Background: an optimization exercise with open tools, aiming at small area. Do not read the settings as production practice. RTL that was checked went through simulation tests only; none was proved equivalent to the original. For run 4, only the layout was checked, not whether the RTL still works. The clock port is modelled as an ideal driver; clocking choices that lean on that would not hold on a real chip. No activity file was given, so power comes from the tool's default toggle rates.

===== design/flow/config.mk =====
export PLATFORM = sky130hd
export DESIGN_NAME = UART_TOP
export DESIGN_NICKNAME = UART_TOP
export VERILOG_FILES = /design/flow/design.v
export SDC_FILE = /design/flow/constraint.sdc
export NUM_CORES = 4
export LEC_CHECK = 0
export CAP_MARGIN = 20
export CORE_MARGIN = 2
export CORE_UTILIZATION = 85
export PLACE_DENSITY = 0.92
export SLEW_MARGIN = 20

===== design/flow/constraint.sdc =====
create_clock -name core_clock -period 10.0 [get_ports {sys_clk}]
set_input_delay 2.0000 -clock core_clock [delete_from_list [all_inputs] [get_ports {sys_clk}]]
set_output_delay 2.0000 -clock core_clock [all_outputs]
set_load 0.01 [all_outputs]

===== design/flow/design.v =====
module BAUD_RATE_GEN(clk, rst, baud_tick);
input clk, rst;
output baud_tick;
localparam [9:0] POL = 10'b1010101010;
reg [9:0] r;
wire [9:0] q = r ^ POL;
wire fb = ~(q[9] ^ q[6]);
assign baud_tick = (q & 10'h3fd) == (10'h03c & 10'h3fd);
wire [9:0] qn = (rst) ? 10'h200 :
                (baud_tick) ? 10'h000 : {q[8:0], fb};
always @(posedge clk)
    r <= qn ^ POL;
endmodule
module DEBOUNCER(sys_clk, in, out);
input sys_clk, in;
output out;
localparam [23:0] POL = 24'haaaaaa;
reg [23:0] r;
wire [23:0] q = r ^ POL;
wire fb = ~(q[23] ^ q[18]);
assign out = (q & 24'hfbdfff) == (24'ha691e4 & 24'hfbdfff);
wire [23:0] qn = (!in) ? 24'h800000 :
                 (out) ? 24'h000000 : {q[22:0], fb};
always @(posedge sys_clk)
    r <= qn ^ POL;
endmodule
module UART_TX(clk, rst, baud_tick, tx_start, data_in, tx, tx_done);
input clk, rst, baud_tick, tx_start;
input [7:0] data_in;
output reg tx;
output tx_done;
reg [3:0] ph;
reg [3:0] bc;
reg [7:0] tx_data;
wire idle = ph[3] & ~ph[1] & ph[0];
assign tx_done = idle & ~ph[2];
always @(posedge clk)
begin
    if (rst)
        ph <= 4'd13;
    else if (idle)
    begin
        if (tx_start)
            ph <= 4'd15;
    end
    else if (baud_tick && bc == 4'd15)
        ph <= ph + 4'd1;
end
always @(posedge clk)
begin
    if (idle)
        bc <= 4'd0;
    else if (baud_tick)
        bc <= bc + 4'd1;
end
always @(posedge clk)
begin
    if (idle)
        tx_data <= data_in;
end
always @(posedge clk)
begin
    if (ph[3])
        tx <= ~(ph[2] & ph[1] & ph[0]);
    else if (baud_tick)
        tx <= tx_data[ph[2:0]];
end
endmodule
module UART_RX(clk, rst, rx, baud_tick, rx_done, data_out);
input clk, rst, rx, baud_tick;
output rx_done;
output reg [7:0] data_out;
reg [3:0] ph;
reg [3:0] bc;
reg [7:0] rx_data;
wire idle = ph[3] & ~ph[1] & ph[0];
assign rx_done = idle & ~ph[2];
wire last = baud_tick && bc == 4'd15;
always @(posedge clk)
begin
    if (rst)
        ph <= 4'd13;
    else if (idle)
        ph <= rx ? 4'd13 : 4'd15;
    else if (last)
        ph <= ph + 4'd1;
end
always @(posedge clk)
begin
    if (idle)
        bc <= 4'd8;
    else if (baud_tick)
        bc <= bc + 4'd1;
end
always @(posedge clk)
begin
    if (last && !ph[3])
        rx_data <= {rx, rx_data[7:1]};
end
always @(posedge clk)
begin
    if (rst)
        data_out <= 8'd0;
    else if (baud_tick && ph == 4'd8)
        data_out <= rx_data;
end
endmodule
module MULTI_SEG_DISP(sys_clk, rst, din, dout, AN, display_out);
input sys_clk, rst;
input [7:0] din, dout;
output [7:0] AN;
output [7:0] display_out;
localparam [16:0] PPOL = 17'h0aaaa;
reg [16:0] p;
wire [16:0] pq = p ^ PPOL;
wire pfb = ~(pq[16] ^ pq[13]);
wire step = (pq & 17'h1ffdf) == (17'h0546b & 17'h1ffdf);
wire [16:0] pn = (rst) ? 17'h05de1 :
                 (step) ? 17'h00000 : {pq[15:0], pfb};
always @(posedge sys_clk)
    p <= pn ^ PPOL;
reg [2:0] c;
wire [2:0] sel = c + {2'b00, step};
always @(posedge sys_clk)
begin
    if (rst)
        c <= 3'd0;
    else
        c <= sel;
end
assign AN = ~(8'b00000001 << c);
reg [4:0] t1, t2;
always @(posedge sys_clk)
begin
    t1[4] <= sel[2] ^ sel[1];
    t1[3:0] <= sel[2] ? (sel[0] ? dout[7:4] : dout[3:0])
                      : (sel[0] ? din[7:4] : din[3:0]);
    t2 <= t1;
end
localparam [15:0] SEG7 = 16'h2812, SEG6 = 16'hd860, SEG5 = 16'hd004,
                  SEG4 = 16'h8492, SEG3 = 16'h02ba, SEG2 = 16'h208e,
                  SEG1 = 16'h1083;
wire [15:0] hot;
genvar h;
generate
    for (h = 0; h < 16; h = h + 1) begin : dec
        assign hot[h] = (t2[3:0] == h);
    end
endgenerate
wire [6:0] seg = {|(SEG7 & hot), |(SEG6 & hot), |(SEG5 & hot), |(SEG4 & hot),
                  |(SEG3 & hot), |(SEG2 & hot), |(SEG1 & hot)};
assign display_out = {seg | {7{t2[4]}}, 1'b1};
endmodule
module UART_TOP #(parameter data_bits=8)(sys_clk,rst,data_in,start_btn,tx,tx_done,rx,data_out,rx_done,AN,display_out);
input sys_clk,rst,start_btn;
input [data_bits-1:0] data_in;
input rx;
output tx,tx_done,rx_done;
output[data_bits-1:0] data_out;
output [7:0]AN,display_out;
wire tx_start;
wire baud_tick;
DEBOUNCER DEBOUNCING_CKT(sys_clk,start_btn,tx_start);
BAUD_RATE_GEN BAUD_GEN(sys_clk,rst,baud_tick);
UART_TX TRANSMITTER(sys_clk,rst,baud_tick,tx_start,data_in,tx,tx_done);
UART_RX RECEIVER(sys_clk,rst,rx,baud_tick,rx_done,data_out);
MULTI_SEG_DISP SEVEN_SEG_DISP(sys_clk,rst,data_in,data_out,AN,display_out);
endmodule

===== design/flow/flow/run.sh =====
#!/bin/bash
# Own layout flow: the standard flow with three changes.
#  1. After the standard synthesis, the combinational gates are re-mapped for
#     area with yosys/ABC (resyn.tcl with the ABC scripts area*.abc): a few
#     rounds, each trying every script on the smallest netlist so far and
#     keeping the smallest result. Every register instance of the standard
#     synthesis is kept unchanged (name, cell type, nets).
#  2. Port buffers are sky130_fd_sc_hd__buf_1 (every input and output port
#     still gets its own buffer).
#  3. CTS inserts no dummy clock loads, and clkdown.tcl then downsizes the
#     clock buffers that can be smaller while every flip-flop clock-pin slew
#     stays at most 105 ps.
# Each tool's full output goes to a log file in this folder.
set -euo pipefail
WORK=$(pwd)
RES=$WORK/orfs/results/$FLOW_PLATFORM/UART_TOP/base
LIB=$FLOW_HOME/platforms/$FLOW_PLATFORM/lib/sky130_fd_sc_hd__tt_025C_1v80.lib
YOSYS=$FLOW_HOME/../tools/install/yosys/bin/yosys
[ -x "$YOSYS" ] || YOSYS=yosys

bash standard.sh synth > $WORK/log_1_standard_synth.log 2>&1

cp $RES/1_2_yosys.v $WORK/resyn_0.v
area_of() { grep "Chip area" "$1" | tail -1 | awk '{print $NF}'; }
best=$WORK/resyn_0.v
bestarea=1e9
n=0
for round in 1 2 3; do
  start=$best
  for s in $WORK/flow/area*.abc; do
    n=$((n+1))
    LIB=$LIB NETLIST=$start TOP=$FLOW_TOP ABC_SCRIPT=$s OUTNET=$WORK/resyn_$n.v \
      $YOSYS -c $WORK/flow/resyn.tcl > $WORK/log_2_resyn_yosys_$n.log 2>&1 || continue
    a=$(area_of $WORK/log_2_resyn_yosys_$n.log)
    [ -n "$a" ] || continue
    echo "round $round $(basename $s) from $(basename $start): $a" >> $WORK/log_2_resyn_summary.log
    if awk -v a="$a" -v b="$bestarea" 'BEGIN { exit !(a < b) }'; then
      best=$WORK/resyn_$n.v; bestarea=$a
    fi
  done
  [ "$best" = "$start" ] && break
done
echo "chosen $(basename $best): $bestarea" >> $WORK/log_2_resyn_summary.log
cp $best $RES/1_2_yosys.v
rm -f $RES/1_synth.odb $RES/1_synth.sdc

export BUFFER_PORTS_ARGS="-buffer_cell sky130_fd_sc_hd__buf_1"
export CTS_ARGS="-sink_clustering_enable -repair_clock_nets -dont_use_dummy_load"
export POST_CTS_TCL=$WORK/flow/clkdown.tcl
bash standard.sh > $WORK/log_3_standard_layout.log 2>&1

===== design/flow/flow/area1.abc =====
strash
balance
rewrite
refactor
balance
rewrite
rewrite -z
balance
refactor -z
rewrite -z
balance
dch -f
amap

===== design/flow/flow/area2.abc =====
strash
balance
rewrite
refactor
balance
rewrite
rewrite -z
balance
refactor -z
rewrite -z
balance
dch -f
amap
strash
balance
rewrite
refactor
balance
rewrite
rewrite -z
balance
refactor -z
rewrite -z
balance
dch -f
amap

===== design/flow/flow/area3.abc =====
strash
balance
rewrite
refactor
balance
rewrite
rewrite -z
balance
refactor -z
rewrite -z
balance
dch -f
amap -F 3 -A 10

===== design/flow/flow/area4.abc =====
strash
dc2
balance
rewrite
refactor
balance
rewrite
rewrite -z
balance
refactor -z
rewrite -z
balance
dc2
dch -f
amap
strash
dch -f
amap

===== design/flow/flow/clkdown.tcl =====
proc clk_pin_worst_slew {} {
  estimate_parasitics -placement
  set w 0
  foreach p [all_registers -clock_pins] {
    set s [get_property $p slew_max]
    if { $s > $w } { set w $s }
  }
  return $w
}
set limit 0.105
set bufs [concat [get_cells clkbuf_3*] [get_cells clkbuf_2*] [get_cells clkbuf_1*]]
foreach inst $bufs {
  set orig [get_property $inst ref_name]
  if { $orig ne "sky130_fd_sc_hd__clkbuf_8" } { continue }
  replace_cell $inst sky130_fd_sc_hd__clkbuf_4
  set w [clk_pin_worst_slew]
  if { $w > $limit } {
    replace_cell $inst $orig
    puts "clkdown: [get_name $inst] stays $orig (would give $w)"
  } else {
    puts "clkdown: [get_name $inst] -> sky130_fd_sc_hd__clkbuf_4 (worst $w)"
  }
}
puts "clkdown: worst clock-pin slew [clk_pin_worst_slew]"

===== design/flow/flow/resyn.tcl =====
# Re-map the combinational logic of the standard synthesis netlist for area.
# Every register instance of the standard synthesis is kept as it is (same
# instance, cell type and nets); only the gates between registers change.
set lib $::env(LIB)
set net $::env(NETLIST)
yosys read_liberty -ignore_miss_func $lib
yosys blackbox sky130_fd_sc_hd__df* sky130_fd_sc_hd__edf* sky130_fd_sc_hd__sdf* sky130_fd_sc_hd__dl* sky130_fd_sc_hd__conb_1
yosys read_verilog $net
yosys hierarchy -top $::env(TOP)
yosys stat -liberty $lib
yosys flatten
yosys opt_clean -purge
yosys abc -liberty $lib -script $::env(ABC_SCRIPT) -dont_use *probe* -dont_use *lpflow* -dont_use *clkdly* -dont_use *dlygate* -dont_use *clkbuf* -dont_use *clkinv* -dont_use *dlymetal*
yosys opt_clean -purge
yosys hierarchy -top $::env(TOP) -purge_lib
yosys stat -liberty $lib
yosys write_verilog -noattr -nohex -nodec $::env(OUTNET)

===== design/flow/standard.sh =====
#!/bin/bash
# synth_recipe.tcl (not shown) runs the flow's synth.tcl, then flattens the netlist and writes it again
# the make line also repeats each setting of config.mk as NAME=value (left out here)
make -C /OpenROAD-flow-scripts/flow DESIGN_CONFIG=/design/flow/config.mk WORK_HOME=/design/flow/orfs CLKGATE_MAP_FILE= SYNTH_SCRIPT=/design/flow/synth_recipe.tcl "${@:-finish}"

==> impl_metrics.prom, run 1 <==
# TYPE chip_impl_metric gauge
chip_impl_info{name="run_status",value="finished clean"} 1
chip_impl_metric{name="power_after_layout",unit="mW"} 0.688
chip_impl_metric{name="post-dp-hpwl",unit="microns"} 6180
chip_impl_info{name="tritoncts",value="built"} 1
chip_impl_metric{name="detail_route.first_pass.iterations",unit=""} 11
chip_impl_metric{name="maxSlewHeadroom",unit="%"} 18.5
chip_impl_metric{name="routed-wl-met2",unit="microns"} 5430
chip_impl_info{name="critical_path_class",value="flop to primary output"} 1
chip_impl_metric{name="die_area",unit="sq mm"} 0.00464
chip_impl_metric{name="groute.usage.overall",unit="%"} 59.7
chip_impl_metric{name="grt_first_pass_wirelength",unit="microns"} 19200
chip_impl_metric{name="crit_path_max_fanout",unit=""} 5
chip_impl_metric{name="globalRoute.totalOverflow",unit=""} 0
chip_impl_metric{name="syn_area",unit="sq mm"} 0.00349
chip_impl_info{name="crit_path_end_kind",value="primary output"} 1
chip_impl_metric{name="maxCapViolCount",unit=""} 0
chip_impl_metric{name="floorplan.io_pins",unit=""} 39
chip_impl_metric{name="fin_worst_hold_slack",unit="ns"} 0.335
chip_impl_metric{name="layout.nets",unit=""} 410
chip_impl_metric{name="timing.final.crit_period",unit="ns"} 4.15
chip_impl_metric{name="gate_count_of_the_mapped_netlist",unit=""} 349
chip_impl_metric{name="post_drt_wl_per_cell",unit="microns"} 28.0
chip_impl_metric{name="pwr_density_cell",unit="mW/mm^2"} 180
chip_impl_metric{name="gp_congestion",unit=""} 0.827
chip_impl_metric{name="fin_crit_sh",unit="%"} 41.5
chip_impl_metric{name="synth.avg_cell_area",unit="sq um"} 10.0
chip_impl_metric{name="pin_count_of_the_biggest_net_entering_global_routing",unit=""} 22
chip_impl_metric{name="timing.final.hold_violations",unit=""} 0
chip_impl_info{name="worst_reg2reg_path_startpoint",value="SEVEN_SEG_DISP.p[16]"} 1
chip_impl_metric{name="worst-r2r-cell-count",unit=""} 7
chip_impl_metric{name="routed-wl-met3",unit="microns"} 1930
chip_impl_metric{name="numClockSinks",unit=""} 105
chip_impl_metric{name="worst_slew_pin_slew",unit="ns"} 1.21
chip_impl_metric{name="via_count_of_the_first_global_routing_pass",unit=""} 3369
chip_impl_metric{name="count_of_nets_left_with_antenna_violations_after_detail_routing",unit=""} 0
chip_impl_metric{name="regToRegSetupSlack",unit="ns"} 6.39
chip_impl_metric{name="fin_setup_tns",unit="ns"} 0
chip_impl_metric{name="report.final.slew_viol_count",unit=""} 0
chip_impl_info{name="hp-class",value="flop to flop"} 1
chip_impl_metric{name="worst-endpoint-arrival",unit="ns"} 2.15
chip_impl_metric{name="setup_viol",unit=""} 0
chip_impl_metric{name="postRouteWirelength",unit="microns"} 12500
chip_impl_metric{name="antenna_found_initial",unit=""} 1
chip_impl_metric{name="chipHeight",unit="microns"} 68.1
chip_impl_metric{name="post_route_cells_drive_above_1_share",unit="%"} 2.53
chip_impl_metric{name="ys_warn_count",unit=""} 5
chip_impl_info{name="setup.worst_path.start",value="SEVEN_SEG_DISP.t2[3]"} 1
chip_impl_metric{name="core",unit="sq mm"} 0.00397
chip_impl_metric{name="vias_after_detailed_routing",unit=""} 3514
chip_impl_metric{name="finalClockSkew",unit="ns"} 0.0173
chip_impl_metric{name="leakage",unit="nW"} 1.43
chip_impl_metric{name="fmaxAchievable",unit="MHz"} 241
chip_impl_metric{name="area_post_placement",unit="sq mm"} 0.00370
chip_impl_metric{name="die_width",unit="microns"} 68.1
chip_impl_metric{name="worst_setup_hold_path_clk_slew",unit="ns"} 0.09
chip_impl_metric{name="io_buffer_count",unit=""} 37
chip_impl_info{name="critPathLaunchType",value="flop"} 1
chip_impl_info{name="endpoint_of_the_most_critical_register_to_register_path",value="SEVEN_SEG_DISP.t1[2]"} 1
chip_impl_metric{name="detail_route.iter0.violations",unit=""} 917
chip_impl_metric{name="worst_ir_drop_vdd",unit="V"} 0.000144
chip_impl_metric{name="layout.core_utilization",unit="%"} 96.3
chip_impl_info{name="grt_setup_unrepaired",value="false"} 1
chip_impl_metric{name="area_delta_synth_final",unit="%"} 9.61
chip_impl_metric{name="postLayoutCellArea",unit="sq mm"} 0.00383
chip_impl_metric{name="mappedNetlistNets",unit=""} 361
chip_impl_info{name="dr.max_layer_used",value="met4"} 1
chip_impl_metric{name="clkLatencyLatePin",unit="ns"} 0.38
chip_impl_metric{name="initial_core_util",unit="%"} 87.9
chip_impl_metric{name="worst-endpoint-required",unit="ns"} 8.00
chip_impl_info{name="hold_start",value="SEVEN_SEG_DISP.t1[4]"} 1
chip_impl_metric{name="viasPerCell",unit=""} 7.86
chip_impl_metric{name="drt_drc_violations_left",unit=""} 0
chip_impl_info{name="worst_setup_path_endpoint",value="display_out[5]"} 1
chip_impl_metric{name="placement_rows",unit=""} 23
chip_impl_metric{name="wl_met1",unit="microns"} 3650
routing by layer:
layer | vias up | track usage, %
li1 | 1317 | -
met1 | 1496 | 62.7
met2 | 504 | 86.2
met3 | 197 | 33.2
met4 | 0 | 49.3
met5 | - | 8.75
flip-flops by register name, indices dropped and copies added (netlist names):
signal and count:
TRANSMITTER.bc 4, SEVEN_SEG_DISP.t1 5, RECEIVER.rx_data 8, TRANSMITTER.tx_data 8
TRANSMITTER.tx 1, SEVEN_SEG_DISP.p 17, RECEIVER.bc 4, TRANSMITTER.ph 4
RECEIVER.data_out 8, BAUD_GEN.r 10, SEVEN_SEG_DISP.t2 5, RECEIVER.ph 4
SEVEN_SEG_DISP.c 3, DEBOUNCING_CKT.r 24
layout make-up:
class                      count  area (sq um)
antenna                        1          2.50
multi-input combinational    214          1110
tap                           50          62.6
timing repair buffer          38           146
clock buffer                   9           124
inverter                      30           113
sequential                   105          2270
fill                          84           145
worst min-delay path by stage:
stage | to | slack [ns] | cells past startpoint
after floorplan | SEVEN_SEG_DISP.t2[0] | 0.31 | 0
after global placement | SEVEN_SEG_DISP.t2[1] | 0.31 | 0
after detailed placement | SEVEN_SEG_DISP.t2[3] | 0.32 | 0
after global routing | SEVEN_SEG_DISP.t2[3] | 0.35 | 0
final | SEVEN_SEG_DISP.t2[4] | 0.34 | 0
placed cells by master (no fill, tap or decap), types with 4 or more instances in the layout:
master	count
a211oi_1	4
dfxtp_1	88
nand3_1	18
edfxtp_1	17
o22ai_1	9
nor2_1	65
a22oi_1	12
o221ai_1	4
nor3_1	10
buf_1	37
a21oi_1	9
o21ai_0	10
clkbuf_8	9
nand2_1	38
inv_1	30
power by group:
part	internal, mW	switching (mW)
logic	0.00835	0.0226
registers	0.437	0.00777
clock network	0.0812	0.131
total	0.527	0.161
metrics by stage:
step,cells,setup WS (ns)
finish,447,5.85
global route,447,5.85
detailed placement,437,6.20
global placement,437,6.34
floorplan,349,6.79
worst max-delay path: stages (launching register included):
cell      delay (ns)
dfxtp_1         0.44
inv_1           0.12
nor2_1          0.39
nor2_1          0.13
o311ai_0        0.44
buf_1           0.26
==> run 2: changes to the inputs <==
--- a/design/flow/config.mk
+++ b/design/flow/config.mk
@@ -7,6 +7,6 @@
 export LEC_CHECK = 0
 export CAP_MARGIN = 20
 export CORE_MARGIN = 2
-export CORE_UTILIZATION = 85
-export PLACE_DENSITY = 0.92
+export CORE_UTILIZATION = 60
+export PLACE_DENSITY = 0.7
 export SLEW_MARGIN = 20
==> run 2 against run 1 <==
Still clean. Via count down 26%. Register-to-register slack better by 0.64 ns. Critical path depth unchanged. Cell area up 0.69%. Die area up 39%. Global-route usage down 37 points. Area after synthesis unchanged. Final cell count up 4.9%. Routed wire length down 48%. First-iteration DRC count down 84%. Setup slack better by 0.50 ns. Largest power group unchanged.
==> impl_metrics.prom, run 2 <==
# TYPE chip_impl_metric gauge
chip_impl_info{name="run_status",value="finished clean"} 1
chip_impl_metric{name="io_buffer_count",unit=""} 37
chip_impl_metric{name="chipHeight",unit="microns"} 80.3
chip_impl_info{name="endpoint_of_the_most_critical_register_to_register_path",value="SEVEN_SEG_DISP.t1[3]"} 1
chip_impl_metric{name="placedCellCount",unit=""} 460
chip_impl_metric{name="globalRoute.totalOverflow",unit=""} 0
chip_impl_metric{name="drt_drc_violations_left",unit=""} 0
chip_impl_metric{name="via_count_of_the_first_global_routing_pass",unit=""} 2533
chip_impl_metric{name="maxCapViolCount",unit=""} 0
chip_impl_info{name="tritoncts",value="built"} 1
chip_impl_metric{name="setup_viol",unit=""} 0
chip_impl_metric{name="grt.met3_usage",unit="%"} 8.31
chip_impl_metric{name="initial_core_util",unit="%"} 62.6
chip_impl_metric{name="synth.avg_cell_area",unit="sq um"} 10.0
chip_impl_metric{name="layoutNonFillerInstCount",unit=""} 469
chip_impl_metric{name="fill_cells",unit=""} 449
chip_impl_metric{name="leakage",unit="nW"} 1.43
chip_impl_info{name="final_cell_mix",value="88 x dfxtp_1, 65 x nor2_1, 38 x nand2_1, 37 x buf_1, 30 x inv_1"} 1
chip_impl_metric{name="numClockSinks",unit=""} 105
chip_impl_info{name="critPathLaunchType",value="flop"} 1
chip_impl_metric{name="die_width",unit="microns"} 80.3
chip_impl_metric{name="clkLatencyLatePin",unit="ns"} 0.36
chip_impl_metric{name="maxSlewHeadroom",unit="%"} 36.2
chip_impl_metric{name="post_route_cells_drive_above_1_share",unit="%"} 2.77
chip_impl_metric{name="mappedNetlistNets",unit=""} 361
chip_impl_metric{name="timing.final.hold_violations",unit=""} 0
chip_impl_info{name="hold_start",value="SEVEN_SEG_DISP.t1[4]"} 1
chip_impl_metric{name="detail_route.iter0.violations",unit=""} 143
chip_impl_metric{name="fin_crit_sh",unit="%"} 36.5
chip_impl_metric{name="groute.usage.overall",unit="%"} 22.6
chip_impl_metric{name="area_delta_synth_final",unit="%"} 10.4
chip_impl_metric{name="regToRegSetupSlack",unit="ns"} 7.03
chip_impl_info{name="registers.top_by_ff_count",value="DEBOUNCING_CKT.r"} 1
chip_impl_metric{name="finalClockSkew",unit="ns"} 0.0234
chip_impl_metric{name="final.setup.worst_slack",unit="ns"} 6.35
chip_impl_metric{name="largest_register_ffs",unit=""} 24
chip_impl_metric{name="placement_rows",unit=""} 27
chip_impl_metric{name="die_area",unit="sq mm"} 0.00644
chip_impl_metric{name="worst-endpoint-arrival",unit="ns"} 1.65
chip_impl_info{name="busiest_layer",value="met2"} 1
chip_impl_info{name="timing.hold.worst_endpoint",value="SEVEN_SEG_DISP.t2[4]"} 1
chip_impl_metric{name="count_of_nets_left_with_antenna_violations_after_detail_routing",unit=""} 0
chip_impl_metric{name="worst_setup_hold_path_clk_slew",unit="ns"} 0.08
chip_impl_metric{name="syn_area",unit="sq mm"} 0.00349
chip_impl_metric{name="worst-endpoint-required",unit="ns"} 8.00
chip_impl_metric{name="timing.final.crit_period",unit="ns"} 3.65
chip_impl_metric{name="pre_cts_ws",unit="ns"} 6.72
chip_impl_metric{name="fmaxAchievable",unit="MHz"} 274
chip_impl_metric{name="detail_route.first_pass.iterations",unit=""} 4
chip_impl_info{name="hp-class",value="flop to flop"} 1
chip_impl_metric{name="register_area",unit="sq mm"} 0.00227
chip_impl_metric{name="viasPerCell",unit=""} 5.52
chip_impl_metric{name="power_after_layout",unit="mW"} 0.657
chip_impl_metric{name="ys_warn_count",unit=""} 5
chip_impl_metric{name="min_delay_path_depth",unit=""} 0
chip_impl_metric{name="met2_usage",unit="%"} 36.5
chip_impl_metric{name="pin_count_of_the_biggest_net_entering_global_routing",unit=""} 22
chip_impl_info{name="critical_path_class",value="flop to primary output"} 1
chip_impl_metric{name="multi_input_comb_area",unit="sq mm"} 0.00111
chip_impl_metric{name="gate_count_of_the_mapped_netlist",unit=""} 349
chip_impl_metric{name="grt_first_pass_wirelength",unit="microns"} 11100
chip_impl_metric{name="postLayoutCellArea",unit="sq mm"} 0.00385
chip_impl_info{name="crit_path_end_kind",value="primary output"} 1
chip_impl_info{name="commonest_non_fill_non_tap_cell_in_the_layout",value="dfxtp_1"} 1
chip_impl_metric{name="worst-r2r-cell-count",unit=""} 7
chip_impl_metric{name="core",unit="sq mm"} 0.00557
chip_impl_metric{name="post_drt_wl_per_cell",unit="microns"} 13.9
chip_impl_metric{name="crit_path_max_fanout",unit=""} 5
chip_impl_metric{name="layout.core_utilization",unit="%"} 69.1
chip_impl_info{name="largestRegisters",value="DEBOUNCING_CKT.r (24), SEVEN_SEG_DISP.p (17), BAUD_GEN.r (10)"} 1
chip_impl_metric{name="area_post_placement",unit="sq mm"} 0.00373
chip_impl_metric{name="fin_setup_tns",unit="ns"} 0
chip_impl_metric{name="report.final.slew_viol_count",unit=""} 0
chip_impl_metric{name="antenna_found_initial",unit=""} 0
chip_impl_metric{name="grtUsageMet1",unit="%"} 28.6
chip_impl_metric{name="floorplan.io_pins",unit=""} 39
chip_impl_metric{name="post-dp-hpwl",unit="microns"} 4790
chip_impl_metric{name="pwr_density_cell",unit="mW/mm^2"} 171
chip_impl_info{name="worst_reg2reg_path_startpoint",value="SEVEN_SEG_DISP.p[16]"} 1
chip_impl_metric{name="postRouteWirelength",unit="microns"} 6520
chip_impl_metric{name="worst_ir_drop_vdd",unit="V"} 0.000130
chip_impl_metric{name="antenna_cells_inserted",unit=""} 0
chip_impl_metric{name="vias_after_detailed_routing",unit=""} 2589
chip_impl_metric{name="fin_worst_hold_slack",unit="ns"} 0.330
chip_impl_metric{name="gp_congestion",unit=""} 0.856
chip_impl_metric{name="worst_slew_pin_slew",unit="ns"} 0.946
chip_impl_metric{name="layout.nets",unit=""} 411
chip_impl_info{name="grt_setup_unrepaired",value="false"} 1
[run 2: area by class of cell]
cell class / count / share of cell area, %
repair buffers: 39 / 3.99
clock buffers: 9 / 3.05
inverters: 30 / 2.92
well taps: 72 / 2.34
flip-flops and latches: 105 / 59.0
multi-input cells: 214 / 28.7
[run 2: worst max-delay path: stages (launching register included)]
cell and delay (ns):
dfxtp_1 0.40, inv_1 0.09, nor2_1 0.28, nor2_1 0.06
o311ai_0 0.29, buf_1 0.19
[run 2: worst max-delay path by stage]
stage | startpoint | end | slack, ns | depth (start not counted)
floorplan | SEVEN_SEG_DISP.t2[0] | display_out[2] | 6.79 | 4
global placement | SEVEN_SEG_DISP.t2[0] | display_out[2] | 6.79 | 5
detailed placement | SEVEN_SEG_DISP.t2[3] | display_out[5] | 6.72 | 5
global route | SEVEN_SEG_DISP.t2[3] | display_out[5] | 6.16 | 5
finish | SEVEN_SEG_DISP.t2[3] | display_out[5] | 6.35 | 5
[run 2: per-layer routing]
layer | up-vias | part of all wire, %
met4 | 0 | 1.0
met2 | 67 | 46
met1 | 1196 | 47
met3 | 7 | 5.6
met5 | - | 0
li1 | 1319 | -
[run 2: power breakdown]
group	internal, mW	total [mW]	switching [mW]
combinational	0.00860	0.0243	0.0157
clock	0.0767	0.191	0.114
sequential	0.437	0.442	0.00494
==> run 3: changes to the inputs <==
--- a/design/flow/design.v
+++ b/design/flow/design.v
@@ -6,8 +6,16 @@
 wire [9:0] q = r ^ POL;
 wire fb = ~(q[9] ^ q[6]);
 assign baud_tick = (q & 10'h3fd) == (10'h03c & 10'h3fd);
-wire [9:0] qn = (rst) ? 10'h200 :
-                (baud_tick) ? 10'h000 : {q[8:0], fb};
+reg [9:0] qn;
+always @(*)
+begin
+    if (rst)
+        qn = 10'h200;
+    else if (baud_tick)
+        qn = 10'h000;
+    else
+        qn = {q[8:0], fb};
+end
 always @(posedge clk)
     r <= qn ^ POL;
 endmodule
@@ -19,8 +27,16 @@
 wire [23:0] q = r ^ POL;
 wire fb = ~(q[23] ^ q[18]);
 assign out = (q & 24'hfbdfff) == (24'ha691e4 & 24'hfbdfff);
-wire [23:0] qn = (!in) ? 24'h800000 :
-                 (out) ? 24'h000000 : {q[22:0], fb};
+reg [23:0] qn;
+always @(*)
+begin
+    if (!in)
+        qn = 24'h800000;
+    else if (out)
+        qn = 24'h000000;
+    else
+        qn = {q[22:0], fb};
+end
 always @(posedge sys_clk)
     r <= qn ^ POL;
 endmodule
@@ -32,12 +48,12 @@
 reg [3:0] ph;
 reg [3:0] bc;
 reg [7:0] tx_data;
-wire idle = ph[3] & ~ph[1] & ph[0];
-assign tx_done = idle & ~ph[2];
+wire idle = ph[3] & ~ph[2] & ph[0];
+assign tx_done = idle & ~ph[1];
 always @(posedge clk)
 begin
     if (rst)
-        ph <= 4'd13;
+        ph <= 4'd11;
     else if (idle)
     begin
         if (tx_start)
@@ -55,7 +71,7 @@
 end
 always @(posedge clk)
 begin
-    if (idle)
+    if (idle && tx_start)
         tx_data <= data_in;
 end
 always @(posedge clk)
@@ -73,15 +89,15 @@
 reg [3:0] ph;
 reg [3:0] bc;
 reg [7:0] rx_data;
-wire idle = ph[3] & ~ph[1] & ph[0];
-assign rx_done = idle & ~ph[2];
+wire idle = ph[3] & ~ph[2] & ph[0];
+assign rx_done = idle & ~ph[1];
 wire last = baud_tick && bc == 4'd15;
 always @(posedge clk)
 begin
     if (rst)
-        ph <= 4'd13;
+        ph <= 4'd11;
     else if (idle)
-        ph <= rx ? 4'd13 : 4'd15;
+        ph <= rx ? 4'd11 : 4'd15;
     else if (last)
         ph <= ph + 4'd1;
 end
@@ -115,8 +131,16 @@
 wire [16:0] pq = p ^ PPOL;
 wire pfb = ~(pq[16] ^ pq[13]);
 wire step = (pq & 17'h1ffdf) == (17'h0546b & 17'h1ffdf);
-wire [16:0] pn = (rst) ? 17'h05de1 :
-                 (step) ? 17'h00000 : {pq[15:0], pfb};
+reg [16:0] pn;
+always @(*)
+begin
+    if (rst)
+        pn = 17'h05de1;
+    else if (step)
+        pn = 17'h00000;
+    else
+        pn = {pq[15:0], pfb};
+end
 always @(posedge sys_clk)
     p <= pn ^ PPOL;
 reg [2:0] c;
==> design/flow/run.sh (new file) <==
#!/bin/bash
# synth_recipe.tcl (not shown) runs the flow's synth.tcl, then flattens the netlist and writes it again
# the make line also repeats each setting of config.mk as NAME=value (left out here)
make -C /OpenROAD-flow-scripts/flow DESIGN_CONFIG=/design/flow/config.mk WORK_HOME=/design/flow/orfs CLKGATE_MAP_FILE= SYNTH_SCRIPT=/design/flow/synth_recipe.tcl finish
--- a/design/flow/config.mk
+++ b/design/flow/config.mk
@@ -7,6 +7,5 @@
 export LEC_CHECK = 0
 export CAP_MARGIN = 20
 export CORE_MARGIN = 2
-export CORE_UTILIZATION = 60
-export PLACE_DENSITY = 0.7
+export CORE_UTILIZATION = 40
 export SLEW_MARGIN = 20
removed: design/flow/flow/run.sh
removed: design/flow/flow/area1.abc
removed: design/flow/flow/area2.abc
removed: design/flow/flow/area3.abc
removed: design/flow/flow/area4.abc
removed: design/flow/flow/clkdown.tcl
removed: design/flow/flow/resyn.tcl
removed: design/flow/standard.sh
==> run 3 against run 2 <==
Largest power group unchanged. Clock skew down 0.012 ns. Register-to-register slack improved by 0.51 ns. Highest routed layer unchanged. Non-clock buffer count fell by 1. Routed wire length up 4.0%. Count of clock-buffer cells in the layout is 1 higher. Global-route usage down 8.3 points. Still clean on timing, DRC and antenna.
==> impl_metrics.prom, run 3 <==
# TYPE chip_impl_metric gauge
chip_impl_metric{name="fill_cells",unit=""} 911
chip_impl_metric{name="floorplan.io_pins",unit=""} 39
chip_impl_info{name="worst_reg2reg_path_startpoint",value="SEVEN_SEG_DISP.p[4]"} 1
chip_impl_metric{name="leakage",unit="nW"} 1.82
chip_impl_metric{name="area_delta_synth_final",unit="%"} 17.6
chip_impl_metric{name="numClockSinks",unit=""} 105
chip_impl_info{name="registers.top_by_ff_count",value="DEBOUNCING_CKT.r"} 1
chip_impl_info{name="synth.cells.most_frequent",value="88 x dfxtp_1, 43 x nor2_1, 29 x nand2_1"} 1
chip_impl_metric{name="postCtsSetupRepairBufs",unit=""} 0
chip_impl_info{name="timing.critical_path.slowest_stage_cell",value="clkdlybuf4s50_1"} 1
chip_impl_info{name="setup.worst_path.start",value="SEVEN_SEG_DISP.t2[2]"} 1
chip_impl_metric{name="largest_register_ffs",unit=""} 24
chip_impl_metric{name="placedCellCount",unit=""} 506
chip_impl_info{name="commonest_non_fill_non_tap_cell_in_the_layout",value="dfxtp_1"} 1
chip_impl_metric{name="grt_first_pass_wirelength",unit="microns"} 11700
chip_impl_info{name="hold_start",value="SEVEN_SEG_DISP.t1[4]"} 1
chip_impl_metric{name="maxCapViolCount",unit=""} 0
chip_impl_metric{name="critPathMaxStageDelay",unit="ns"} 0.55
chip_impl_metric{name="syn_area",unit="sq mm"} 0.00392
chip_impl_metric{name="count_of_nets_left_with_antenna_violations_after_detail_routing",unit=""} 0
chip_impl_info{name="worstPathCellList",value="inv_1 -> nor3_1 -> nor3_1 -> o21bai_1 -> clkdlybuf4s50_1"} 1
chip_impl_metric{name="report.final.slew_viol_count",unit=""} 0
chip_impl_metric{name="vias_after_detailed_routing",unit=""} 2522
chip_impl_metric{name="crit_path_max_fanout",unit=""} 7
chip_impl_metric{name="synth.top_cell.area_share",unit="%"} 44.9
chip_impl_metric{name="initial_core_util",unit="%"} 40.7
chip_impl_metric{name="gate_count_of_the_mapped_netlist",unit=""} 352
chip_impl_metric{name="placement_rows",unit=""} 36
chip_impl_info{name="hp-class",value="flop to flop"} 1
chip_impl_metric{name="synth.avg_cell_area",unit="sq um"} 11.1
chip_impl_info{name="synth_most_common_cell",value="dfxtp_1"} 1
chip_impl_metric{name="timing.final.crit_period",unit="ns"} 4.08
chip_impl_metric{name="die_width",unit="microns"} 103
chip_impl_metric{name="cts_buffer_depth",unit=""} 2
chip_impl_metric{name="pwr_density_cell",unit="mW/mm^2"} 168
chip_impl_metric{name="register_area",unit="sq mm"} 0.00227
chip_impl_metric{name="tritoncts.num_buffers",unit=""} 9
chip_impl_metric{name="worst_slew_pin_slew",unit="ns"} 0.732
chip_impl_metric{name="globalRoute.totalOverflow",unit=""} 0
chip_impl_metric{name="fin_crit_sh",unit="%"} 40.8
chip_impl_metric{name="setup_viol",unit=""} 0
chip_impl_metric{name="post_synth_edffs",unit=""} 17
chip_impl_info{name="cts-root-buf",value="clkbuf_8"} 1
chip_impl_metric{name="fmaxAchievable",unit="MHz"} 245
chip_impl_metric{name="maxSlewHeadroom",unit="%"} 51.0
chip_impl_info{name="ys.flop_type",value="dfxtp_1"} 1
chip_impl_metric{name="power_after_layout",unit="mW"} 0.773
chip_impl_metric{name="layoutNonFillerInstCount",unit=""} 522
chip_impl_info{name="final_cell_mix",value="88 x dfxtp_1, 43 x nor2_1, 37 x clkdlybuf4s50_1, 29 x nand2_1, 17 x edfxtp_1"} 1
chip_impl_metric{name="mappedNetlistNets",unit=""} 371
chip_impl_metric{name="worst-endpoint-arrival",unit="ns"} 2.08
chip_impl_metric{name="post_cts_resized",unit=""} 0
chip_impl_info{name="critical_path_class",value="flop to primary output"} 1
chip_impl_metric{name="pin_count_of_the_biggest_net_entering_global_routing",unit=""} 40
chip_impl_metric{name="worst_setup_hold_path_clk_slew",unit="ns"} 0.09
chip_impl_metric{name="groute.usage.overall",unit="%"} 14.3
chip_impl_metric{name="ys_ff_latch",unit=""} 105
chip_impl_metric{name="ys_warn_count",unit=""} 5
chip_impl_metric{name="via_count_of_the_first_global_routing_pass",unit=""} 2384
chip_impl_info{name="critPathLaunchType",value="flop"} 1
chip_impl_info{name="crit_family",value="buffers and inverters"} 1
chip_impl_metric{name="io_buffer_count",unit=""} 37
chip_impl_metric{name="cts_hold_buf",unit=""} 0
chip_impl_metric{name="timing.final.hold_violations",unit=""} 0
chip_impl_metric{name="fin_setup_tns",unit="ns"} 0
chip_impl_metric{name="antenna_cells_inserted",unit=""} 0
chip_impl_metric{name="ctsHtreeMaxLevel",unit=""} 3
chip_impl_metric{name="layout.nets",unit=""} 403
chip_impl_metric{name="core",unit="sq mm"} 0.00964
chip_impl_metric{name="pre_cts_ws",unit="ns"} 6.32
chip_impl_metric{name="antenna_found_initial",unit=""} 0
chip_impl_metric{name="drt_drc_violations_left",unit=""} 0
chip_impl_metric{name="die_area",unit="sq mm"} 0.0106
chip_impl_metric{name="multi_input_comb_area",unit="sq mm"} 0.00153
chip_impl_metric{name="final.setup.worst_slack",unit="ns"} 5.92
chip_impl_metric{name="finalClockSkew",unit="ns"} 0.0117
chip_impl_metric{name="critPathBufInv",unit=""} 2
chip_impl_info{name="synth_top_area_cell",value="dfxtp_1"} 1
chip_impl_metric{name="synthArstFlopShare",unit="%"} 0
chip_impl_metric{name="postRouteWirelength",unit="microns"} 6780
chip_impl_metric{name="worst-endpoint-required",unit="ns"} 8.00
chip_impl_metric{name="synth_seq_area_share",unit="%"} 57.9
chip_impl_info{name="post_synth_main_area_contributors",value="dfxtp_1 45%, edfxtp_1 13%, nor2_1 4.1%, mux4_2 3.4%, nand2_1 2.8%"} 1
chip_impl_metric{name="post_drt_wl_per_cell",unit="microns"} 13.0
chip_impl_metric{name="clkLatencyLatePin",unit="ns"} 0.36
chip_impl_info{name="largestRegisters",value="DEBOUNCING_CKT.r (24), SEVEN_SEG_DISP.p (17), BAUD_GEN.r (10)"} 1
chip_impl_metric{name="chipHeight",unit="microns"} 103
chip_impl_metric{name="regToRegSetupSlack",unit="ns"} 7.54
chip_impl_info{name="grt_setup_unrepaired",value="false"} 1
chip_impl_metric{name="fin_worst_hold_slack",unit="ns"} 0.333
chip_impl_metric{name="worst_ir_drop_vdd",unit="V"} 0.0000900
chip_impl_metric{name="viasPerCell",unit=""} 4.83
chip_impl_metric{name="post_synth_num_cell_types",unit=""} 59
chip_impl_info{name="crit_path_end_kind",value="primary output"} 1
chip_impl_metric{name="detail_route.first_pass.iterations",unit=""} 4
chip_impl_info{name="tritoncts",value="built"} 1
chip_impl_info{name="run_status",value="finished clean"} 1
chip_impl_metric{name="gp_congestion",unit=""} 0.758
chip_impl_metric{name="post-dp-hpwl",unit="microns"} 4770
chip_impl_info{name="critical-path-top-cell-by-count",value="nor3_1"} 1
chip_impl_metric{name="detail_route.iter0.violations",unit=""} 85
chip_impl_metric{name="post_route_cells_drive_above_1_share",unit="%"} 8.48
## run 3: metal layers
metal	GRT usage, %	vias up	share of wire, %
li1	-	1298	-
met1	19.7	1180	50
met2	21.4	32	45
met3	3.66	12	3.1
met4	6.28	0	2.1
met5	0	-	0
## run 3: worst paths after layout
path,to,depth (start not counted)
max reg2reg,SEVEN_SEG_DISP.t1[3],6
max,display_out[4],5
min reg2reg,SEVEN_SEG_DISP.t2[4],0
min,SEVEN_SEG_DISP.t2[4],0
## run 3: logic make-up (layout without fill, tap and decap cells)
logic type / count (synthesis) / in the layout / share of synthesized area (%)
AOI/OAI and AO/OA: 36 / 36 / 6.32
adders and majority gates: 8 / 8 / 2.49
other: 1 / 1 / 0.0956
xor gates and xnor gates: 13 / 13 / 2.90
DFF: 105 / 105 / 57.9
buffers and inverters: 25 / 62 / 3.03
and+or+nand+nor: 148 / 148 / 21.2
muxes: 16 / 16 / 6.00
## run 3: final cells by class
class                           count  share of cell area, %
Sequential cell                   105                   49.3
Multi-Input combinational cell    222                   33.2
Timing Repair Buffer               38                   8.19
Tap cell                          133                   3.61
Clock buffer                       10                   2.77
Clock inverter                      6                   2.33
Inverter                            8                  0.651
## run 3: stage by stage
stage	util (%)	instance area [sq um]
floorplan	-	3920
global placement	45.4	4380
detailed placement	45.4	4380
CTS	47.8	4610
global route	47.8	4610
finish	47.8	4610
## run 3: where the power goes
group | internal, mW | switching [mW]
clock network | 0.165 | 0.134
registers | 0.435 | 0.00585
logic | 0.0173 | 0.0148
==> run 4: changes to the inputs <==
--- a/design/flow/design.v
+++ b/design/flow/design.v
@@ -1,44 +1,34 @@
 module BAUD_RATE_GEN(clk, rst, baud_tick);
 input clk, rst;
 output baud_tick;
-localparam [9:0] POL = 10'b1010101010;
-reg [9:0] r;
-wire [9:0] q = r ^ POL;
+reg [9:0] q;
 wire fb = ~(q[9] ^ q[6]);
 assign baud_tick = (q & 10'h3fd) == (10'h03c & 10'h3fd);
-reg [9:0] qn;
-always @(*)
+always @(posedge clk)
 begin
     if (rst)
-        qn = 10'h200;
+        q <= 10'h200;
     else if (baud_tick)
-        qn = 10'h000;
+        q <= 10'h000;
     else
-        qn = {q[8:0], fb};
+        q <= {q[8:0], fb};
 end
-always @(posedge clk)
-    r <= qn ^ POL;
 endmodule
 module DEBOUNCER(sys_clk, in, out);
 input sys_clk, in;
 output out;
-localparam [23:0] POL = 24'haaaaaa;
-reg [23:0] r;
-wire [23:0] q = r ^ POL;
+reg [23:0] q;
 wire fb = ~(q[23] ^ q[18]);
 assign out = (q & 24'hfbdfff) == (24'ha691e4 & 24'hfbdfff);
-reg [23:0] qn;
-always @(*)
+always @(posedge sys_clk)
 begin
     if (!in)
-        qn = 24'h800000;
+        q <= 24'h800000;
     else if (out)
-        qn = 24'h000000;
+        q <= 24'h000000;
     else
-        qn = {q[22:0], fb};
+        q <= {q[22:0], fb};
 end
-always @(posedge sys_clk)
-    r <= qn ^ POL;
 endmodule
 module UART_TX(clk, rst, baud_tick, tx_start, data_in, tx, tx_done);
 input clk, rst, baud_tick, tx_start;
@@ -126,23 +116,18 @@
 input [7:0] din, dout;
 output [7:0] AN;
 output [7:0] display_out;
-localparam [16:0] PPOL = 17'h0aaaa;
 reg [16:0] p;
-wire [16:0] pq = p ^ PPOL;
-wire pfb = ~(pq[16] ^ pq[13]);
-wire step = (pq & 17'h1ffdf) == (17'h0546b & 17'h1ffdf);
-reg [16:0] pn;
-always @(*)
+wire pfb = ~(p[16] ^ p[13]);
+wire step = (p & 17'h1ffdf) == (17'h0546b & 17'h1ffdf);
+always @(posedge sys_clk)
 begin
     if (rst)
-        pn = 17'h05de1;
+        p <= 17'h05de1;
     else if (step)
-        pn = 17'h00000;
+        p <= 17'h00000;
     else
-        pn = {pq[15:0], pfb};
+        p <= {p[15:0], pfb};
 end
-always @(posedge sys_clk)
-    p <= pn ^ PPOL;
 reg [2:0] c;
 wire [2:0] sel = c + {2'b00, step};
 always @(posedge sys_clk)
@@ -161,18 +146,28 @@
                       : (sel[0] ? din[7:4] : din[3:0]);
     t2 <= t1;
 end
-localparam [15:0] SEG7 = 16'h2812, SEG6 = 16'hd860, SEG5 = 16'hd004,
-                  SEG4 = 16'h8492, SEG3 = 16'h02ba, SEG2 = 16'h208e,
-                  SEG1 = 16'h1083;
-wire [15:0] hot;
-genvar h;
-generate
-    for (h = 0; h < 16; h = h + 1) begin : dec
-        assign hot[h] = (t2[3:0] == h);
-    end
-endgenerate
-wire [6:0] seg = {|(SEG7 & hot), |(SEG6 & hot), |(SEG5 & hot), |(SEG4 & hot),
-                  |(SEG3 & hot), |(SEG2 & hot), |(SEG1 & hot)};
+reg [6:0] seg;
+always @(*)
+begin
+    case (t2[3:0])
+        4'h0: seg = 7'b0000001;
+        4'h1: seg = 7'b1001111;
+        4'h2: seg = 7'b0010010;
+        4'h3: seg = 7'b0000110;
+        4'h4: seg = 7'b1001100;
+        4'h5: seg = 7'b0100100;
+        4'h6: seg = 7'b0100000;
+        4'h7: seg = 7'b0001111;
+        4'h8: seg = 7'b0000000;
+        4'h9: seg = 7'b0000100;
+        4'ha: seg = 7'b0001000;
+        4'hb: seg = 7'b1100000;
+        4'hc: seg = 7'b0110001;
+        4'hd: seg = 7'b1000010;
+        4'he: seg = 7'b0110000;
+        default: seg = 7'b0111000;
+    endcase
+end
 assign display_out = {seg | {7{t2[4]}}, 1'b1};
 endmodule
 module UART_TOP #(parameter data_bits=8)(sys_clk,rst,data_in,start_btn,tx,tx_done,rx,data_out,rx_done,AN,display_out);
==> run 4 against run 3 <==
First-iteration DRC count grew 33%. Still clean on timing, DRC and antenna. Area after synthesis grew 5.1%. Final cell count grew 1.5%. Register-to-register slack gained 0.02 ns. Total power shrank 4.5%.
==> impl_metrics.prom, run 4 <==
# TYPE chip_impl_metric gauge
chip_impl_info{name="run_status",value="finished clean"} 1
chip_impl_metric{name="post-dp-hpwl",unit="microns"} 5000
chip_impl_metric{name="synth.avg_cell_area",unit="sq um"} 11.6
chip_impl_metric{name="share_comb_of_total_power",unit="%"} 4.7
chip_impl_metric{name="chipHeight",unit="microns"} 106
chip_impl_metric{name="worst_slew_pin_slew",unit="ns"} 0.758
chip_impl_info{name="synth.cells.most_frequent",value="91 x dfxtp_1, 35 x and2_1, 29 x nor2_1"} 1
chip_impl_metric{name="groute.usage.overall",unit="%"} 13.7
chip_impl_metric{name="cts_hold_buf",unit=""} 0
chip_impl_metric{name="ys_warn_count",unit=""} 5
chip_impl_info{name="grt_setup_unrepaired",value="false"} 1
chip_impl_metric{name="detail_route.iter0.violations",unit=""} 113
chip_impl_metric{name="maxSlewHeadroom",unit="%"} 49.2
chip_impl_info{name="synth_top_area_cell",value="dfxtp_1"} 1
chip_impl_metric{name="post_drt_wl_per_cell",unit="microns"} 13.3
chip_impl_metric{name="synth_seq_area_share",unit="%"} 56.6
chip_impl_info{name="registers.top_by_ff_count",value="DEBOUNCING_CKT.q"} 1
chip_impl_metric{name="placedCellCount",unit=""} 514
chip_impl_info{name="busiest_layer",value="met2"} 1
chip_impl_metric{name="detail_route.first_pass.iterations",unit=""} 4
chip_impl_info{name="post_synth_main_area_contributors",value="dfxtp_1 44%, edfxtp_1 12%, and2_1 5.3%, ha_1 3.9%, mux4_2 3.8%"} 1
chip_impl_metric{name="fmaxAchievable",unit="MHz"} 266
chip_impl_metric{name="post_synth_num_cell_types",unit=""} 52
chip_impl_metric{name="vias_after_detailed_routing",unit=""} 2545
chip_impl_metric{name="area_delta_synth_final",unit="%"} 16.3
chip_impl_metric{name="die_area",unit="sq mm"} 0.0111
chip_impl_metric{name="grt.met3_usage",unit="%"} 3.90
chip_impl_metric{name="synthArstFlopShare",unit="%"} 0
chip_impl_metric{name="fin_setup_tns",unit="ns"} 0
chip_impl_metric{name="postLayoutCellArea",unit="sq mm"} 0.00479
chip_impl_metric{name="ctsHtreeMaxLevel",unit=""} 3
chip_impl_metric{name="numClockSinks",unit=""} 108
chip_impl_metric{name="fin_worst_hold_slack",unit="ns"} 0.335
chip_impl_metric{name="timing.final.crit_period",unit="ns"} 3.76
chip_impl_metric{name="mappedNetlistNets",unit=""} 379
chip_impl_metric{name="met2_usage",unit="%"} 22.3
chip_impl_metric{name="fin_crit_sh",unit="%"} 37.6
chip_impl_metric{name="ys_ff_latch",unit=""} 108
chip_impl_metric{name="syn_area",unit="sq mm"} 0.00412
chip_impl_info{name="ys.flop_type",value="dfxtp_1"} 1
chip_impl_metric{name="p_sw_share",unit="%"} 22.7
chip_impl_metric{name="antenna_cells_inserted",unit=""} 0
chip_impl_info{name="critPathLaunchType",value="flop"} 1
chip_impl_metric{name="post_synth_edffs",unit=""} 17
chip_impl_info{name="largestRegisters",value="DEBOUNCING_CKT.q (24), SEVEN_SEG_DISP.p (17), BAUD_GEN.q (10)"} 1
chip_impl_metric{name="worst_ir_drop_vdd",unit="V"} 0.0000881
chip_impl_metric{name="timing.final.hold_violations",unit=""} 0
chip_impl_metric{name="layout.core_utilization",unit="%"} 47.1
chip_impl_metric{name="count_of_nets_left_with_antenna_violations_after_detail_routing",unit=""} 0
chip_impl_metric{name="leakage",unit="nW"} 1.81
chip_impl_metric{name="via_count_of_the_first_global_routing_pass",unit=""} 2505
chip_impl_info{name="tritoncts",value="built"} 1
chip_impl_metric{name="grt_first_pass_wirelength",unit="microns"} 12100
chip_impl_metric{name="cts_buffer_depth",unit=""} 2
chip_impl_metric{name="pin_count_of_the_biggest_net_entering_global_routing",unit=""} 38
chip_impl_metric{name="flop_pwr_share",unit="%"} 61.6
chip_impl_info{name="cts-root-buf",value="clkbuf_8"} 1
chip_impl_metric{name="setup_viol",unit=""} 0
chip_impl_metric{name="clkLatencyLatePin",unit="ns"} 0.36
chip_impl_metric{name="largest_register_ffs",unit=""} 24
chip_impl_info{name="hp-class",value="flop to flop"} 1
chip_impl_metric{name="die_width",unit="microns"} 106
chip_impl_metric{name="post_cts_resized",unit=""} 0
chip_impl_metric{name="pwr-share-clk",unit="%"} 33.7
chip_impl_metric{name="globalRoute.totalOverflow",unit=""} 0
chip_impl_metric{name="io_buffer_count",unit=""} 37
chip_impl_info{name="crit_path_end_kind",value="primary output"} 1
chip_impl_metric{name="initial_core_util",unit="%"} 40.5
chip_impl_metric{name="area_post_placement",unit="sq mm"} 0.00460
chip_impl_metric{name="worst_setup_hold_path_clk_slew",unit="ns"} 0.10
chip_impl_metric{name="crit_path_max_fanout",unit=""} 9
chip_impl_info{name="critical_path_class",value="flop to primary output"} 1
chip_impl_metric{name="grtUsageMet1",unit="%"} 17.6
chip_impl_metric{name="maxCapViolCount",unit=""} 0
chip_impl_metric{name="power_report.internal_total",unit="mW"} 0.571
chip_impl_metric{name="finalClockSkew",unit="ns"} 0.0166
chip_impl_metric{name="layout.nets",unit=""} 414
chip_impl_metric{name="viasPerCell",unit=""} 4.80
chip_impl_metric{name="pwr_density_cell",unit="mW/mm^2"} 154
chip_impl_info{name="commonest_non_fill_non_tap_cell_in_the_layout",value="dfxtp_1"} 1
chip_impl_info{name="synth_most_common_cell",value="dfxtp_1"} 1
chip_impl_metric{name="gp_congestion",unit=""} 0.769
chip_impl_metric{name="postRouteWirelength",unit="microns"} 7040
chip_impl_metric{name="postCtsSetupRepairBufs",unit=""} 0
chip_impl_metric{name="antenna_found_initial",unit=""} 0
chip_impl_metric{name="placement_rows",unit=""} 37
chip_impl_metric{name="floorplan.io_pins",unit=""} 39
chip_impl_metric{name="tritoncts.num_buffers",unit=""} 9
chip_impl_metric{name="post_route_cells_drive_above_1_share",unit="%"} 11.7
chip_impl_metric{name="worst-endpoint-required",unit="ns"} 8.00
chip_impl_metric{name="layoutNonFillerInstCount",unit=""} 530
chip_impl_metric{name="drt_drc_violations_left",unit=""} 0
chip_impl_metric{name="report.final.slew_viol_count",unit=""} 0
chip_impl_metric{name="worst-endpoint-arrival",unit="ns"} 1.76
chip_impl_metric{name="power.net_switching",unit="mW"} 0.167
chip_impl_metric{name="core",unit="sq mm"} 0.0102
chip_impl_metric{name="gate_count_of_the_mapped_netlist",unit=""} 354
chip_impl_info{name="final_cell_mix",value="91 x dfxtp_1, 37 x clkdlybuf4s50_1, 35 x and2_1, 29 x nor2_1, 17 x edfxtp_1"} 1
chip_impl_metric{name="synth.top_cell.area_share",unit="%"} 44.2
run 4: power by group through the flow:
| stage | sequential [mW] | clock, mW | combinational [mW] |
|---|---|---|---|
| floorplan | 0.463 | 0 | 0.0224 |
| global placement | 0.465 | 0 | 0.0347 |
| detailed placement | 0.465 | 0 | 0.0352 |
| CTS | 0.455 | 0.256 | 0.0353 |
| global route | 0.457 | 0.276 | 0.0385 |
| finish | 0.455 | 0.249 | 0.0346 |
run 4: cells by family (layout without fill, tap and decap cells):
logic type	count (synthesis)	count (layout)	share of synthesized area [%]
XOR/XNOR	12	12	2.55
multiplexers	22	22	7.47
adder cells (fa/ha/maj)	13	13	3.95
buffers and inverters	22	62	2.49
AND/OR/NAND/NOR	153	153	22.8
other	1	1	0.0910
flip-flops	108	108	56.6
AO/OA/AOI/OAI	23	23	4.07
run 4: worst max-delay path, cell delays in order, from the launching register on:
cell,delay [ns]
dfxtp_1,0.46
or3b_2,0.46
clkdlybuf4s50_1,0.49
run 4: routing by layer:
metal	vias up	part of all wire (%)
li1	1297	-
met1	1202	50
met4	0	0.97
met3	5	3.4
met5	-	0
met2	41	46
run 4: path summary, 6_finish.rpt:
path	start	slack (ns)	endpoint	depth (start not counted)
hold / removal	SEVEN_SEG_DISP.t1[4]	0.34	SEVEN_SEG_DISP.t2[4]	0
hold reg to reg	SEVEN_SEG_DISP.t1[4]	0.34	SEVEN_SEG_DISP.t2[4]	0
setup reg to reg	BAUD_GEN.q[8]	7.56	RECEIVER.rx_data[2]	3
setup / recovery	SEVEN_SEG_DISP.c[1]	6.24	AN[2]	2
run 4: through the flow:
| stage | total power, mW | setup WS (ns) |
|---|---|---|
| after detailed placement | 0.500 | 6.62 |
| after floorplan | 0.485 | 7.08 |
| final | 0.738 | 6.24 |
| after global routing | 0.771 | 6.12 |
| after global placement | 0.500 | 6.62 |
| after CTS | 0.747 | 6.21 |
run 4: cell type report:
cell class,count,area (sq um)
clock inverter,5,46.3
tap,136,170
multi-input combinational,224,1700
sequential,108,2330
timing repair buffer,38,378
clock buffer,11,141
fill,936,5390
inverter,8,30.0

==> port drivers added, routing unchanged <==
No port has a modelled driver above. Below, the same layouts with a new extraction and two added sets of constraints.
Step 1 sets driving cells, clkbuf_16 on the clock port and buf_2 on the other inputs (assumed; they add their load-dependent delay and slew).
Step 2, shift: input delay + t, output delay - t, t = (earliest + latest rising clock arrival at the registers) / 2. This alone moves slack from input paths to output paths.
a / b / c = no drivers / after step 1 / after step 2; a / b = the first two.
| run | t, ns | setup WS [ns] | worst hold slack (ns) | worst slew at a driven data input, ns |
|---|---|---|---|---|
| run 1 | 0.399 | 5.847 / 5.816 / 5.871 | 0.335 / 0.335 / 0.335 | 0.07 |
| run 2 | 0.379 | 6.347 / 6.319 / 6.698 | 0.330 / 0.330 / 0.330 | 0.03 |
| run 3 | 0.391 | 5.921 / 5.887 / 6.277 | 0.333 / 0.333 / 0.333 | 0.04 |
| run 4 | 0.385 | 6.236 / 6.203 / 6.588 | 0.335 / 0.335 / 0.335 | 0.04 |
After both steps every run listed still meets setup and hold.
